Source: an optimization exercise on an open RTL-to-GDS flow (aim: small area, a short achievable clock period and few clock cycles per item). Production flows keep margins and buffers that such runs may drop. For this run, only the layout was checked, not whether the RTL still works.

<file path="design/flow/run.sh">
#!/bin/bash
# synth_recipe.tcl (not shown) runs the flow's synth.tcl, then flattens the netlist and writes it again
# the make line also repeats each setting of config.mk as NAME=value (left out here)
make -C /OpenROAD-flow-scripts/flow DESIGN_CONFIG=/design/flow/config.mk WORK_HOME=/design/flow/orfs CLKGATE_MAP_FILE= SYNTH_SCRIPT=/design/flow/synth_recipe.tcl finish
</file>
<file path="design/flow/config.mk">
export PLATFORM = sky130hd
export DESIGN_NAME = matvec8_part3
export DESIGN_NICKNAME = matvec8_part3
export VERILOG_FILES = /design/flow/design.v
export SDC_FILE = /design/flow/constraint.sdc
export NUM_CORES = 4
export LEC_CHECK = 0
export CAP_MARGIN = 20
export CORE_MARGIN = 2
export CORE_UTILIZATION = 40
export SLEW_MARGIN = 20
</file>
<file path="design/flow/constraint.sdc">
create_clock -name core_clock -period 10.0 [get_ports {clk}]
set_input_delay 2.0000 -clock core_clock [delete_from_list [all_inputs] [get_ports {clk}]]
set_output_delay 2.0000 -clock core_clock [all_outputs]
set_load 0.01 [all_outputs]
</file>
<file path="design/flow/design.v">
module matvec8_part3(clk, reset, input_valid, input_ready, input_data, new_matrix, output_valid, output_ready, output_data);
input clk, reset, input_valid, output_ready, new_matrix;
input signed [13:0] input_data;
output signed [27:0] output_data;
output output_valid, input_ready;
reg [2:0] ph;
always @(posedge clk) ph <= reset ? 3'd0 : ph + 3'd1;
reg rdy;
assign input_ready = rdy;
wire xfer = input_valid & rdy;
reg [13:0] in_r;
always @(posedge clk) in_r <= input_data;
reg mid;             
reg isW;             
reg [2:0] row;       
reg [2:0] col;       
wire eW   = mid ? isW : new_matrix;         
wire [2:0] erow = mid ? row : 3'd0;
reg vld;             
reg ldd;             
reg p0d, p1d;        
reg spec;            
reg pvalid;          
reg hfull;           
reg hcap;            
reg hwr;             
reg x0d;             
reg [13:0] H;
reg run, psel, run_a, cmpv, accpend;
reg [2:0] cnt;       
reg ov;
reg [7:0] wW;        
reg wX;              
wire is_x   = xfer & ~eW;
wire x_last = is_x & (col == 3'd7);
wire x0_dir = is_x & (col == 3'd0) & (mid | ~vld);
wire x0_toH = is_x & ~mid & vld;
wire slot_ok = (cnt == 3'd0) & ~accpend;
wire x1_now  = is_x & (col == 3'd1);
wire go_spec = (ph == 3'd1) & slot_ok & (x0d | hwr) & x1_now;
wire go0     = (ph == 3'd1) & slot_ok & vld & ldd & ~p0d & ~spec;
wire go1     = (ph == 3'd1) & slot_ok & vld & ldd & p0d & ~p1d;
reg        mid_n, isW_n, vld_n, ldd_n, p0d_n, p1d_n, spec_n, pvalid_n, hfull_n;
reg [2:0]  row_n, col_n;
always @* begin
  mid_n = mid; isW_n = isW; row_n = row; col_n = col;
  vld_n = vld; ldd_n = ldd; p0d_n = p0d; p1d_n = p1d; spec_n = spec;
  pvalid_n = pvalid; hfull_n = hfull;
  if (xfer) begin
    col_n = col + 3'd1;
    if (!mid) begin
      mid_n = 1'b1;
      isW_n = new_matrix;
    end
    if (eW && col == 3'd7) begin
      row_n = erow + 3'd1;
      if (erow == 3'd7) isW_n = 1'b0;
    end
    if (x_last) mid_n = 1'b0;
  end
  if (x0_toH) hfull_n = 1'b1;
  if (x0_dir || hwr) begin
    vld_n = 1'b1; ldd_n = 1'b0; p0d_n = 1'b0; p1d_n = 1'b0;
  end
  if (hwr) hfull_n = 1'b0;
  if (x_last) ldd_n = 1'b1;
  if (go_spec) begin spec_n = 1'b1; pvalid_n = 1'b1; end
  if (go0) begin p0d_n = 1'b1; pvalid_n = 1'b1; end
  if (go1) begin p1d_n = 1'b1; vld_n = 1'b0; pvalid_n = 1'b1; end
  if (spec && ph != 3'd1) begin
    if (!xfer) pvalid_n = 1'b0;
    if (ph == 3'd7) begin
      spec_n = 1'b0;
      p0d_n = pvalid & xfer;
    end
  end
end
wire [2:0] ph_n = ph + 3'd1;
wire accept_ok =
    !mid_n ? ~(vld_n & ~p0d_n) :
    isW_n  ? (~row_n[2] | ~vld_n) :
    ((col_n == 3'd0) | hfull_n) ? ~vld_n : 1'b1;
always @(posedge clk) begin
  if (reset) begin
    rdy <= 1'b1; mid <= 1'b0; isW <= 1'b0; row <= 3'd0; col <= 3'd0;
    vld <= 1'b0; ldd <= 1'b0; p0d <= 1'b0; p1d <= 1'b0; spec <= 1'b0;
    pvalid <= 1'b0; hfull <= 1'b0; hcap <= 1'b0; hwr <= 1'b0; x0d <= 1'b0;
    wW <= 8'd0; wX <= 1'b0;
    run <= 1'b0; psel <= 1'b0; run_a <= 1'b0; cmpv <= 1'b0;
  end else begin
    mid <= mid_n; isW <= isW_n; row <= row_n; col <= col_n;
    vld <= vld_n; ldd <= ldd_n; p0d <= p0d_n; p1d <= p1d_n; spec <= spec_n;
    pvalid <= pvalid_n; hfull <= hfull_n;
    rdy <= accept_ok & (ph_n == col_n);
    hcap <= x0_toH;
    hwr  <= hfull_n & ~vld_n & (ph_n == 3'd1);
    x0d  <= x0_dir;
    wW   <= (xfer & eW) ? (8'd1 << erow) : 8'd0;
    wX   <= is_x & ~x0_toH;
    if (ph == 3'd1) begin
      run  <= go_spec | go0 | go1;
      psel <= go1;
      cmpv <= run & pvalid;
    end
    run_a <= run;
  end
end
always @(posedge clk) if (hcap) H <= in_r;
reg [7:0][7:0][13:0] R;     
reg [7:0][13:0] X;          
genvar r, j;
generate for (r = 0; r < 8; r = r + 1) begin : wring
  always @(posedge clk) R[r][0] <= wW[r] ? in_r : R[r][7];
  for (j = 1; j < 8; j = j + 1) begin : sh
    always @(posedge clk) R[r][j] <= R[r][j-1];
  end
end endgenerate
always @(posedge clk) X[0] <= hwr ? H : (wX ? in_r : X[7]);
generate for (j = 1; j < 8; j = j + 1) begin : xring
  always @(posedge clk) X[j] <= X[j-1];
end endgenerate
wire signed [13:0] x_op = run ? X[0] : 14'sd0;
wire first = run_a & (ph == 3'd3);
wire cmp   = cmpv & (ph == 3'd3);
reg [3:0][27:0] P;
reg [3:0][27:0] acc;
reg [3:0][27:0] res;
genvar k;
generate for (k = 0; k < 4; k = k + 1) begin : mac
  wire signed [13:0] w_op = psel ? R[k+4][0] : R[k][0];
  wire [27:0] base = first ? 28'd0 : acc[k];
  wire [28:0] s = {base[27], base} + {P[k][27], P[k]};
  wire [27:0] sat = (s[28] != s[27]) ? {s[28], {27{~s[28]}}} : s[27:0];
  always @(posedge clk) begin
    P[k]   <= $signed(w_op) * $signed(x_op);
    acc[k] <= sat;
  end
end endgenerate
wire avail = cmp | accpend;
wire ld    = avail & (cnt == 3'd0);
wire shift = ov & output_ready;
always @(posedge clk) begin
  if (reset) begin
    cnt <= 3'd0; ov <= 1'b0; accpend <= 1'b0;
  end else begin
    accpend <= avail & ~ld;
    if (ld) begin
      cnt <= 3'd4; ov <= 1'b1;
    end else if (shift) begin
      cnt <= cnt - 3'd1; ov <= (cnt != 3'd1);
    end
  end
end
always @(posedge clk) begin
  if (ld) res <= acc;
  else if (shift) res <= {28'd0, res[3:1]};
end
assign output_data  = res[0];
assign output_valid = ov;
endmodule
</file>
==> run notes <==
report_power, final:
group | total (W) | internal [W] | switching, W
clock network | 0.00564 | 0.00328 | 0.00236
logic | 0.000361 | 0.000162 | 0.000200
registers | 0.00604 | 0.00592 | 0.000127
total | 0.0120 | 0.00936 | 0.00268
metrics by stage:
step / area, µm² / setup WS, ns
3_3_place_gp: 73920 / 1.638
5_1_grt: 79050 / 1.503
4_1_cts: 79030 / 1.578
3_5_place_dp: 73950 / 1.637
2_1_floorplan: 70860 / 2.644
6_report: 79050 / 1.956
worst paths after layout:
kind	start	to	cells after the start
worst max-delay path	psel	P[83]	25
worst min register to register	R[384]	R[398]	0
worst min-delay path	R[384]	R[398]	0
worst max register to register	psel	P[83]	25
worst max-delay path, stage by stage (launching register included):
cell and delay, ns:
dfxtp_4 0.75, buf_12 0.41, mux2i_1 0.91, nor2_1 0.15, fa_1 0.57, inv_1 0.05, fa_1 0.47, inv_1 0.05
fa_1 0.49, inv_1 0.06, fa_1 0.52, inv_1 0.05, fa_1 0.48, inv_1 0.05, fa_1 0.48, inv_1 0.05
ha_1 0.20, a21oi_1 0.19, nand2_1 0.09, o21ai_1 0.24, o21ai_1 0.17, a221o_1 0.43, o41a_1 0.46, a211o_1 0.29
a21oi_1 0.17, xnor2_1 0.13
synthesized netlist by cell type, types with 20 or more instances:
| library cell | number | area, µm² |
|---|---|---|
| buf_4 | 29 | 217.7 |
| o21a_1 | 22 | 165.2 |
| o21ai_0 | 124 | 620.6 |
| and3_1 | 22 | 137.6 |
| inv_1 | 955 | 3585 |
| and2_1 | 171 | 1070 |
| maj3_1 | 20 | 200.2 |
| mux2i_1 | 77 | 770.7 |
| xor2_1 | 56 | 490.5 |
| a21o_1 | 115 | 863.3 |
| edfxtp_1 | 126 | 3784 |
| mux2_2 | 165 | 1858 |
| o21bai_1 | 24 | 180.2 |
| fa_1 | 784 | 15700 |
| nor2_1 | 598 | 2245 |
| a21oi_1 | 161 | 805.8 |
| xnor2_1 | 159 | 1393 |
| ha_1 | 397 | 4967 |
| maj3_2 | 22 | 247.7 |
| dfxtp_1 | 1286 | 25740 |
| a211oi_1 | 23 | 172.7 |
| nand3_1 | 38 | 190.2 |
| nand2b_1 | 32 | 200.2 |
| nand2_1 | 681 | 2556 |
| clkbuf_1 | 139 | 521.8 |
| buf_1 | 21 | 78.83 |
| nor3_1 | 34 | 170.2 |
layout make-up:
cell class	count	area share (%)
Multi-Input combinational cell	3954	46.74
Sequential cell	1412	37.36
Clock buffer	192	5.145
Inverter	955	4.535
Tap cell	2340	3.704
Clock inverter	65	1.271
Timing Repair Buffer	113	1.241
Antenna cell	2	0.006331
sequential cells by signal (all words and copies together) (netlist names), 3 cells and up:
name and flops:
R 896, P 112, X 112, acc 112, res 112, H 14, in_r 14, wW 8
cnt 3, col 3, ph 3, row 3
routing by layer:
| layer | vias to the layer above | share of wire (%) |
|---|---|---|
| met5 | - | 0 |
| met4 | 0 | 3.5 |
| met3 | 319 | 4.9 |
| met2 | 1030 | 47 |
| met1 | 21840 | 44 |
| li1 | 20590 | - |
kinds of logic (layout without fill, tap and decap cells):
logic type / Yosys count / count (layout) / synth area share, %
buffers and inverters: 1154 / 1325 / 6.319
AO/OA/AOI/OAI: 604 / 604 / 5.654
other: 0 / 2 / 0
flip-flops: 1412 / 1412 / 41.67
multiplexers: 243 / 243 / 3.729
XOR/XNOR: 217 / 217 / 2.703
adder cells (fa/ha/maj): 1223 / 1223 / 29.79
AND/OR/NAND/NOR: 1667 / 1667 / 10.13
==> flow_summary.toml <==
[sta]
rsz0062_at_grt = "no"
worst_pin_slew_ns = 1.151
max_freq_mhz = 124.3
setup_viol = 0
hold_violations = 0
relSlewSlack_pct = 21.04
timing.final.crit_share_pct = 80.44
final_max_slew_viol_count = 0
hold-worst-slack_ns = 0.3023
fin_skew_ns = 0.04666
period_minus_slack_ns = 8.044
setup-tns-final_ns = 0

[die]
start_util_pct = 40.24
core-area_mm2 = 0.1761
die_h_um = 424.9
die_w_um = 424.9
dieArea_mm2 = 0.1805
rows = 154
io_pins = 49

[routing]
via_count = 43780
avgRoutedWirePerCell_um = 18.66
drtIter0Drc = 2630
routed_wl_um = 168500
drc_errors = 0
via_per_inst = 4.846
firstDrtPassIters = 6
ant_nets = 0

[global_routing]
antenna_found_initial = 8
met1_usage_pct = 25.24
busiest_layer = "met2"
grt_util_met2_pct = 32.12
grt_usage_pct = 19.23
use_met3_pct = 3.040
grt_first_pass_wirelength_um = 267000
grt_pass1_vias = 46680
gr-total-overflow = 0
grt_max_degree = 86

[clocking]
numCtsBuffers = 141
clock_latency_ns = 0.79
holdBufCountCts = 0
cts_max_path_buffers = 3
clkTransAtPathRegs_ns = 0.06
post_cts_buffers = 0
cts-root-buf = "clkbuf_16"
h-tree-depth = 4
cts_tree = "done"
postCtsResizedCells = 0
clock-sinks = 1412

[synth]
ys_ff_latch = 1412
yosysWarnings = 1
synth-seq-area-share_pct = 41.67
async_reset_ff_share_pct = 0
synthesis.nets = 7720
syn_area_per_cell_um2 = 10.87
synth_area_mm2 = 0.07086
synth_edf_count = 126
ys.flop_type = "dfxtp_1"
synthCells = 6520
ys_types = 88

[setup_path]
critPathCaptureType = "flop"
ff2ff_setup_slack_ns = 1.96
cp_max_fo = 60
start_kind = "flop"
crit_type = "flop to flop"
required_ns = 10.69
crit_arrival_ns = 8.74

[pwr]
leakagePower_nw = 36.44
vdd_drop_max_uv = 160.4
power.total_w = 0.01204
p_per_area_mw_per_mm2 = 152.3

[placement]
gp_congestion = 0.9082
port_buffers = 48
dpl.hpwl_um = 126400
dp.cells = 8774

[finish]
ff_latch_area_mm2 = 0.02954
fin_util_pct = 44.89
multi_input_area_mm2 = 0.03695
final_nets = 7777
final_cell_mix = "dfxtp_1 (1282), inv_1 (955), fa_1 (784)"
fill_cells = 16620
layout.cells.non_filler = 9033
area_growth_pct = 11.56
final_common_cell = "dfxtp_1"
drive_gt1_share_pct = 8.220

[run_status]
status = "complete, no violations"

[flow_run]
maxCapViolations = 0

[min_path]
min_path_type = "flop to flop"

[afterwards: timing with drivers on the ports]
Ports are ideal in the flow. The routed layout listed here was re-timed in OpenROAD.
Step 1, drivers: a clkbuf_16 drives clk and a buf_2 each remaining input, both assumed.
Step 2 times the ports against the registers' clock, not the clock port: input delays grow and output delays shrink by t, the midpoint of the rising clock arrivals with the driver on.
a / b / c = no drivers / after step 1 / after step 2; a / b = the first two.
t, ns: 0.850
slack for setup (ns): 1.956 / 1.956 / 1.956
hold WS [ns]: 0.302 / 0.302 / 0.302
clock arrival spread, ns: 0.060 / 0.060
After both steps setup and hold are still met in this run. For this run, drivers alone change the setup slack by 0.000 ns; drivers and shift together by 0.000 ns.
